Background: an optimization exercise with open tools, aiming at small area and a short achievable clock period. Do not read the settings as production practice.
Function was checked by simulation only, so behaviour that the tests miss may differ from the original.
No activity file was given, so power comes from the tool's default toggle rates.

==> flow/design.v (excerpt) <==
module top_level (
  input         clk_i,
  input         addsub_i,
  input  [31:0] data_a_i,
                data_b_i,
  output [31:0] result_o
);
==> flow/config.mk <==
export PLATFORM = sky130hd
export DESIGN_NAME = top_level
export DESIGN_NICKNAME = top_level
export VERILOG_FILES = /design/flow/design.v
export SDC_FILE = /design/flow/constraint.sdc
export NUM_CORES = 4
export LEC_CHECK = 0
export ABC_AREA = 1
export CAP_MARGIN = 20
export CORE_MARGIN = 2
export CORE_UTILIZATION = 50
export CTS_BUF_LIST = sky130_fd_sc_hd__clkbuf_8
export SETUP_SLACK_MARGIN = 3.55
export SLEW_MARGIN = 20
==> flow/constraint.sdc <==
create_clock -name core_clock -period 6.0 [get_ports {clk_i}]
set_input_delay 1.2000 -clock core_clock [delete_from_list [all_inputs] [get_ports {clk_i}]]
set_output_delay 1.2000 -clock core_clock [all_outputs]
set_load 0.01 [all_outputs]
standard.sh (not shown) runs the stock make flow with config.mk's settings and CLKGATE_MAP_FILE= SYNTH_SCRIPT=/design/flow/synth_recipe.tcl, a recipe that flattens the netlist after the stock synthesis.
==> flow/flow/run.sh <==
#!/bin/bash
# Standard ORFS layout (the standard.sh), with the port buffers made
# from buf_2 cells instead of the default delay-buffer cells.
export BUFFER_PORTS_ARGS="-buffer_cell sky130_fd_sc_hd__buf_2"
bash standard.sh > standard.log 2>&1
Next try:
--- a/flow/config.mk
+++ b/flow/config.mk
@@ -9,6 +9,7 @@
 export CAP_MARGIN = 20
 export CORE_MARGIN = 2
-export CORE_UTILIZATION = 50
+export CORE_UTILIZATION = 60
 export CTS_BUF_LIST = sky130_fd_sc_hd__clkbuf_8
-export SETUP_SLACK_MARGIN = 3.55
+export PLACE_DENSITY = 0.75
+export SETUP_SLACK_MARGIN = 3.5
 export SLEW_MARGIN = 20
=>
- The changed run completed with no timing, DRC or antenna violations
- design area is lower by about 1.8%
- wire length shrinks by 5.9%
- sequential power stays flat
- synthesized cell count is unchanged
- clock-buffer cell count fell by 1
- total power drops by about 3.7%
- synthesized area does not change
- setup slack gets worse by 0.096 ns
- fmax shrinks by 3.8%
- sequential cell count stays the same
- via count goes down by about 0.35%
Next try:
--- a/flow/config.mk
+++ b/flow/config.mk
@@ -11,5 +11,4 @@
 export CORE_UTILIZATION = 60
 export CTS_BUF_LIST = sky130_fd_sc_hd__clkbuf_8
-export PLACE_DENSITY = 0.75
 export SETUP_SLACK_MARGIN = 3.5
 export SLEW_MARGIN = 20
Cell count is about the same.
Cell area decreases by 0.77%.
Setup slack hardly moves.
Synthesized cell count is unchanged.
Next try:
--- a/flow/config.mk
+++ b/flow/config.mk
@@ -11,4 +11,4 @@
 export CORE_UTILIZATION = 60
 export CTS_BUF_LIST = sky130_fd_sc_hd__clkbuf_8
-export SETUP_SLACK_MARGIN = 3.5
+export SETUP_SLACK_MARGIN = 3.55
 export SLEW_MARGIN = 20
- wire length came out lower by 1.6%
- synthesized cell count does not change
- utilization came out higher by 1.6 points
- hold slack stays flat
- non-clock buffer count came out lower by 1
- cell count came out higher by 0.59%
- register-to-register slack improves by 0.07 ns
- clock power came out higher by about 10%
- sequential power barely changes
- area after synthesis is unchanged
- design area came out higher by 2.4%

The RTL this note starts from:
==> flow/design.v <==
module pfx_add #(
  parameter int W = 8
) (
  input  [W-1:0] a,
  input  [W-1:0] b,
  input          ci,
  output [W-1:0] sum,
  output         co
);
  logic [W-1:0] p, g, gg, pp;
  logic [W-1:0] c;    
  assign p = a ^ b;
  assign g = a & b;
  always_comb begin
    gg = g;
    pp = p;
    for (int l = 0; (1 << l) < W; l++) begin
      for (int i = W - 1; i >= 0; i--) begin
        if ((i >> l) & 1) begin
          gg[i] = gg[i] | (pp[i] & gg[((i >> l) << l) - 1]);
          pp[i] = pp[i] & pp[((i >> l) << l) - 1];
        end
      end
    end
  end
  assign c   = {gg[W-2:0] | (pp[W-2:0] & {(W-1){ci}}), ci};
  assign sum = p ^ c;
  assign co  = gg[W-1] | (pp[W-1] & ci);
endmodule
module pfx_cout #(
  parameter int W = 8
) (
  input  [W-1:0] a,
  input  [W-1:0] b,
  input          ci,
  output         co
);
  logic [W:0] g, p;
  always_comb begin
    g = {a & b, ci};
    p = {a ^ b, 1'b0};
    for (int s = 1; s <= W; s = s * 2) begin
      for (int i = 0; i + s <= W; i += 2 * s) begin
        if (i + s <= W) begin
          g[i] = g[i + s] | (p[i + s] & g[i]);
          p[i] = p[i + s] & p[i];
        end
      end
    end
  end
  assign co = g[0];
endmodule
module pfx_add2 #(
  parameter int W = 8
) (
  input  [W-1:0] a,
  input  [W-1:0] b,
  output [W-1:0] s0,
  output [W-1:0] s1,
  output         co0,
  output         co1
);
  logic [W-1:0] p, g, gg, pp;
  assign p = a ^ b;
  assign g = a & b;
  always_comb begin
    gg = g;
    pp = p;
    for (int l = 0; (1 << l) < W; l++) begin
      for (int i = W - 1; i >= 0; i--) begin
        if ((i >> l) & 1) begin
          gg[i] = gg[i] | (pp[i] & gg[((i >> l) << l) - 1]);
          pp[i] = pp[i] & pp[((i >> l) << l) - 1];
        end
      end
    end
  end
  assign s0  = p ^ {gg[W-2:0], 1'b0};
  assign s1  = p ^ {gg[W-2:0] | pp[W-2:0], 1'b1};
  assign co0 = gg[W-1];
  assign co1 = gg[W-1] | pp[W-1];
endmodule
module top_level (
  input         clk_i,
  input         addsub_i,
  input  [31:0] data_a_i,
                data_b_i,
  output [31:0] result_o
);
  logic [7:0]  ea, eb;
  logic [22:0] fa, fb;
  logic        co_ab, co_ba, co_f;
  assign ea = data_a_i[30:23];
  assign eb = data_b_i[30:23];
  assign fa = data_a_i[22:0];
  assign fb = data_b_i[22:0];
  logic [7:0] dx, dy;    
  pfx_add2 #(.W(8))  u_dexp (.a(ea), .b(~eb), .s0(dx), .s1(dy), .co0(co_ab), .co1(co_ba));
  pfx_cout #(.W(31)) u_flt  (.a(data_a_i[30:0]), .b(~data_b_i[30:0]), .ci(1'b1), .co(co_f));
  logic       bl_ab, bl_ba, bab, bba;
  logic [2:0] eah, ebh;
  assign eah   = ea[7:5];
  assign ebh   = eb[7:5];
  assign bl_ab = ea[4:0] < eb[4:0];
  assign bl_ba = eb[4:0] < ea[4:0];
  assign bab   = bl_ab ? ({1'b0, eah} >= {1'b0, ebh} + 4'd2) : (eah > ebh);
  assign bba   = bl_ba ? ({1'b0, ebh} >= {1'b0, eah} + 4'd2) : (ebh > eah);
  logic        sa_q1, sb_q1, sw_q1, nsw_q1, gt_q1, sh0_q1, bab_q1, bba_q1;
  logic [7:0]  ea_q1, eb_q1;
  logic [22:0] fa_q1, fb_q1;
  logic [4:1]  dab_q1, dba_q1;
  always_ff @(posedge clk_i) begin
    sa_q1 <= data_a_i[31];
    sb_q1 <= data_b_i[31] ^ addsub_i;
    sw_q1  <= ~co_f;               
    nsw_q1 <= co_f;                
    gt_q1  <= co_ab;               
    ea_q1 <= ea;
    eb_q1 <= eb;
    fa_q1 <= fa;
    fb_q1 <= fb;
    sh0_q1 <= dy[0];               
    dab_q1 <= dy[4:1];             
    dba_q1 <= ~dx[4:1];            
    bab_q1 <= bab;                 
    bba_q1 <= bba;                 
  end
  logic [23:0] ly;
  logic [26:0] lv0, al;
  logic [22:0] smask;
  logic [31:0] thermo;
  logic        sticky, es;
  assign ly = sw_q1 ? {1'b1, fa_q1} : {1'b1, fb_q1};
  assign es = sa_q1 ^ sb_q1;
  logic [4:0] sh;
  logic       big;
  assign big = gt_q1 ? bab_q1 : bba_q1;
  assign sh  = {gt_q1 ? dab_q1 : dba_q1, sh0_q1} | {5{big}};
  assign lv0 = sh[0] ? {1'b0, ly, 2'b00} : {ly, 3'b000};
  assign al  = lv0 >> {sh[4:1], 1'b0};
  logic sat, sat_ab, sat_ba;
  logic [4:0]  sh_ab, sh_ba;
  logic [31:0] th_ab, th_ba;
  assign sh_ab  = {dab_q1, sh0_q1} | {5{bab_q1}};
  assign sh_ba  = {dba_q1, sh0_q1} | {5{bba_q1}};
  assign sat    = sh >= 5'd25;
  assign sat_ab = sh_ab >= 5'd25;
  assign sat_ba = sh_ba >= 5'd25;
  assign th_ab  = 32'hFFFF_FFFF << sh_ab;    
  assign th_ba  = 32'hFFFF_FFFF << sh_ba;
  assign thermo = gt_q1 ? th_ab : th_ba;
  assign smask  = {~thermo[24:3], ~thermo[2] & ~(gt_q1 ? sat_ab : sat_ba)};
  assign sticky = |(ly[22:0] & smask);
  logic        hs_q2, es_q2;
  logic [7:0]  he_q2;
  logic [22:0] hf_q2;
  logic [26:0] lo_q2;
  always_ff @(posedge clk_i) begin
    hs_q2 <= nsw_q1 ? sa_q1 : sb_q1;
    es_q2 <= es;
    he_q2 <= nsw_q1 ? ea_q1 : eb_q1;   
    hf_q2 <= nsw_q1 ? fa_q1 : fb_q1;
    lo_q2 <= {al[26:2], al[1] | sat, sticky} ^ {27{es}};    
  end
  logic [26:0] opa;
  logic [27:0] sum;
  logic        add_co;
  logic [26:0] t, z, f;
  logic [4:0]  lz;
  logic [2:0]  inc;
  assign opa = {1'b1, hf_q2, 3'b000};
  logic        c13, co_h0, co_h1;
  logic [13:0] sh0, sh1;
  pfx_add  #(.W(13)) u_addl (.a(opa[12:0]), .b(lo_q2[12:0]), .ci(es_q2),
                             .sum(sum[12:0]), .co(c13));
  pfx_add2 #(.W(14)) u_addh (.a(opa[26:13]), .b(lo_q2[26:13]),
                             .s0(sh0), .s1(sh1), .co0(co_h0), .co1(co_h1));
  assign sum[26:13] = c13 ? sh1 : sh0;
  assign add_co     = c13 ? co_h1 : co_h0;
  assign sum[27] = add_co ^ es_q2;
  assign t = ~(opa ^ lo_q2);
  assign z = ~(opa | lo_q2);
  assign f = t & ~{z[25:0], 1'b0};
  logic [4:0] lzr;
  always_comb begin
    lzr = 5'd0;
    for (int i = 2; i < 27; i++)
      if (f[i]) lzr = 5'(27 - i);
  end
  assign lz = es_q2 ? lzr : 5'd0;
  assign inc[0] = sum[3] & (|sum[2:0] | sum[4]);
  assign inc[1] = sum[2] & (|sum[1:0] | sum[3]);
  assign inc[2] = sum[1] & (sum[0] | sum[2]);
  logic        hs_q3, c_q3;
  logic [7:0]  he_q3;
  logic [26:2] s_q3;
  logic [4:0]  lz_q3;
  logic [2:0]  inc_q3;
  always_ff @(posedge clk_i) begin
    hs_q3  <= hs_q2;
    he_q3  <= he_q2;
    c_q3   <= sum[27];
    s_q3   <= sum[26:2];
    lz_q3  <= lz;
    inc_q3 <= inc;
  end
  logic        far, finc;
  logic [1:0]  kf;
  logic [4:0]  k;
  logic [25:0] v;
  logic [50:0] vs;
  logic [24:0] m;
  logic [7:0]  e;
  assign far = c_q3 | s_q3[26] | s_q3[25];
  assign kf  = c_q3 ? 2'd0 : (s_q3[26] ? 2'd1 : 2'd2);
  logic [50:0] vh;
  assign k   = {lz_q3[4:2], far ? kf : lz_q3[1:0]};
  assign v   = {c_q3, s_q3[26:2]};
  assign vh  = {25'd0, v} << {k[4:2], 2'b00};
  assign vs  = vh << k[1:0];
  assign m   = (~far & (lz_q3 == 5'd0)) ? {1'b1, 24'd0} : vs[25:1];
  logic [7:0] ef, en;
  assign ef  = c_q3 ? he_q3 + 8'd1 : (s_q3[26] ? he_q3 : he_q3 - 8'd1);
  assign en  = he_q3 + 8'd1 - {3'd0, lz_q3};
  assign e   = far ? ef : en;    
  always_comb begin
    if (c_q3)          finc = inc_q3[0];
    else if (s_q3[26]) finc = inc_q3[1];
    else               finc = inc_q3[2];
  end
  logic lo1;
  always_comb begin
    case (kf)
      2'd0:    lo1 = &s_q3[14:4];
      2'd1:    lo1 = &s_q3[13:3];
      default: lo1 = &s_q3[12:2];
    endcase
  end
  logic        hs_q4, i_q4, l1_q4;
  logic [7:0]  e_q4;
  logic [24:0] m_q4;
  always_ff @(posedge clk_i) begin
    hs_q4 <= hs_q3;
    i_q4  <= far & finc;
    l1_q4 <= lo1;
    e_q4  <= e;
    m_q4  <= m;
  end
  logic [22:0] fr;
  logic        fall1;
  logic [7:0]  e_p1, e_m1;
  logic [30:0] res;
  logic [10:0] plo;
  logic [11:0] phi;
  logic        chi;
  always_comb begin
    plo = m_q4[11:1];
    for (int l = 0; (1 << l) < 11; l++)
      for (int j = 10; j >= 0; j--)
        if ((j >> l) & 1)
          plo[j] = plo[j] & plo[((j >> l) << l) - 1];
    phi = m_q4[23:12];
    for (int l = 0; (1 << l) < 12; l++)
      for (int j = 11; j >= 0; j--)
        if ((j >> l) & 1)
          phi[j] = phi[j] & phi[((j >> l) << l) - 1];
  end
  assign chi   = i_q4 & l1_q4;
  assign fr    = m_q4[23:1] ^ {{phi[10:0], 1'b1} & {12{chi}},
                               {plo[9:0], 1'b1} & {11{i_q4}}};
  assign fall1 = phi[11] & chi;
  assign e_p1  = e_q4 + 8'd1;
  assign e_m1  = e_q4 - 8'd1;
  assign res = m_q4[24] ? {fall1 ? e_p1 : e_q4, fr}
                        : {e_m1, m_q4[22:0]};
  logic [31:0] res_q;
  always_ff @(posedge clk_i) res_q <= {hs_q4, res};
  assign result_o = res_q;
endmodule
==> flow/config.mk <==
export PLATFORM = sky130hd
export DESIGN_NAME = top_level
export DESIGN_NICKNAME = top_level
export VERILOG_FILES = /design/flow/design.v
export SDC_FILE = /design/flow/constraint.sdc
export NUM_CORES = 4
export LEC_CHECK = 0
export ABC_AREA = 1
export CAP_MARGIN = 20
export CORE_MARGIN = 2
export CORE_UTILIZATION = 60
export CTS_BUF_LIST = sky130_fd_sc_hd__clkbuf_8
export SETUP_SLACK_MARGIN = 3.55
export SLEW_MARGIN = 20
==> flow/constraint.sdc <==
create_clock -name core_clock -period 6.0 [get_ports {clk_i}]
set_input_delay 1.2000 -clock core_clock [delete_from_list [all_inputs] [get_ports {clk_i}]]
set_output_delay 1.2000 -clock core_clock [all_outputs]
set_load 0.01 [all_outputs]
==> flow/flow/run.sh <==
#!/bin/bash
# Standard ORFS layout (the standard.sh), with the port buffers made
# from buf_1 cells instead of the default delay-buffer cells.
export BUFFER_PORTS_ARGS="-buffer_cell sky130_fd_sc_hd__buf_1"
bash standard.sh > standard.log 2>&1
The starting point completed without violations.
Next try:
Settings changed: CTS_CLUSTER_DIAMETER from default to 40, CTS_CLUSTER_SIZE from default to 12.
Wire length fell slightly.
Clock-buffer cell count fell by 19.
Power fell by a few percent.
Final cell count fell slightly.
Via count barely changes.
Design area fell slightly.
Global-route usage fell by 0.18 points.
Core utilization fell by 0.55 points.
Next try:
==> flow/flow/run.sh (replaced) <==
#!/bin/bash
# Standard ORFS layout (the standard.sh), with the port buffers made
# from buf_2 cells instead of the default delay-buffer cells.
export BUFFER_PORTS_ARGS="-buffer_cell sky130_fd_sc_hd__buf_2"
bash standard.sh > standard.log 2>&1
Settings changed: CORE_UTILIZATION 60 to 55, CTS_CLUSTER_DIAMETER 40 to default, CTS_CLUSTER_SIZE 12 to default.
=> Wire length grows slightly. Non-clock buffer count grows by 6. Cell area grows slightly. Total power grows by a few percent. Combinational power hardly moves. Critical path depth grows by 3. Worst hold slack is worse by 5.6 ps.
Next try:
Settings changed: CORE_UTILIZATION 55 to 60.
Result:
- power goes down slightly
- utilization came out higher by 4.8 points
- clock power is about the same
- sequential cell count is unchanged
- routed wire length goes down slightly
- via count hardly moves
- hold slack improved by 4.9 ps
- sequential share of layout area rises by 0.31 points
- cell area came out lower slightly
- clock skew is higher by 10 ps

[static timing again, ports no longer ideal]
The flow's constraints put no driver on any port. The routed layouts listed below were extracted and timed again, unchanged, in two steps. Step 1, drivers: a clkbuf_16 drives clk_i and a buf_2 each remaining input, both assumed. Step 2 also shifts input and output timing later by t, the mid clock arrival at the registers, as if the neighbouring blocks saw the same clock. a / b / c = ideal / step 1 / step 2; a / b = the first two.
| run | shift t [ns] | setup slack, ns | worst data-port slew with drivers (ns) |
|---|---|---|---|
| the first run of note 1 | 0.591 | 3.556 / 3.566 / 2.975 | 0.05 |
| the second run of note 1 | 0.581 | 3.460 / 3.449 / 2.869 | 0.07 |
| the third run of note 1 | 0.585 | 3.463 / 3.467 / 2.882 | 0.05 |
| the fourth run of note 1 | 0.581 | 3.578 / 3.590 / 3.009 | 0.04 |
| the first run of note 2 | 0.586 | 3.655 / 3.676 / 3.090 | 0.04 |
| the second run of note 2 | 0.564 | 3.652 / 3.657 / 3.110 | 0.04 |
| the third run of note 2 | 0.574 | 3.638 / 3.638 / 3.137 | 0.03 |
| the fourth run of note 2 | 0.581 | 3.653 / 3.653 / 3.117 | 0.04 |
After both steps every run listed still meets setup and hold. For the second run of note 1, which loses most, drivers alone change the setup slack by -0.011 ns; drivers and shift together by -0.591 ns.
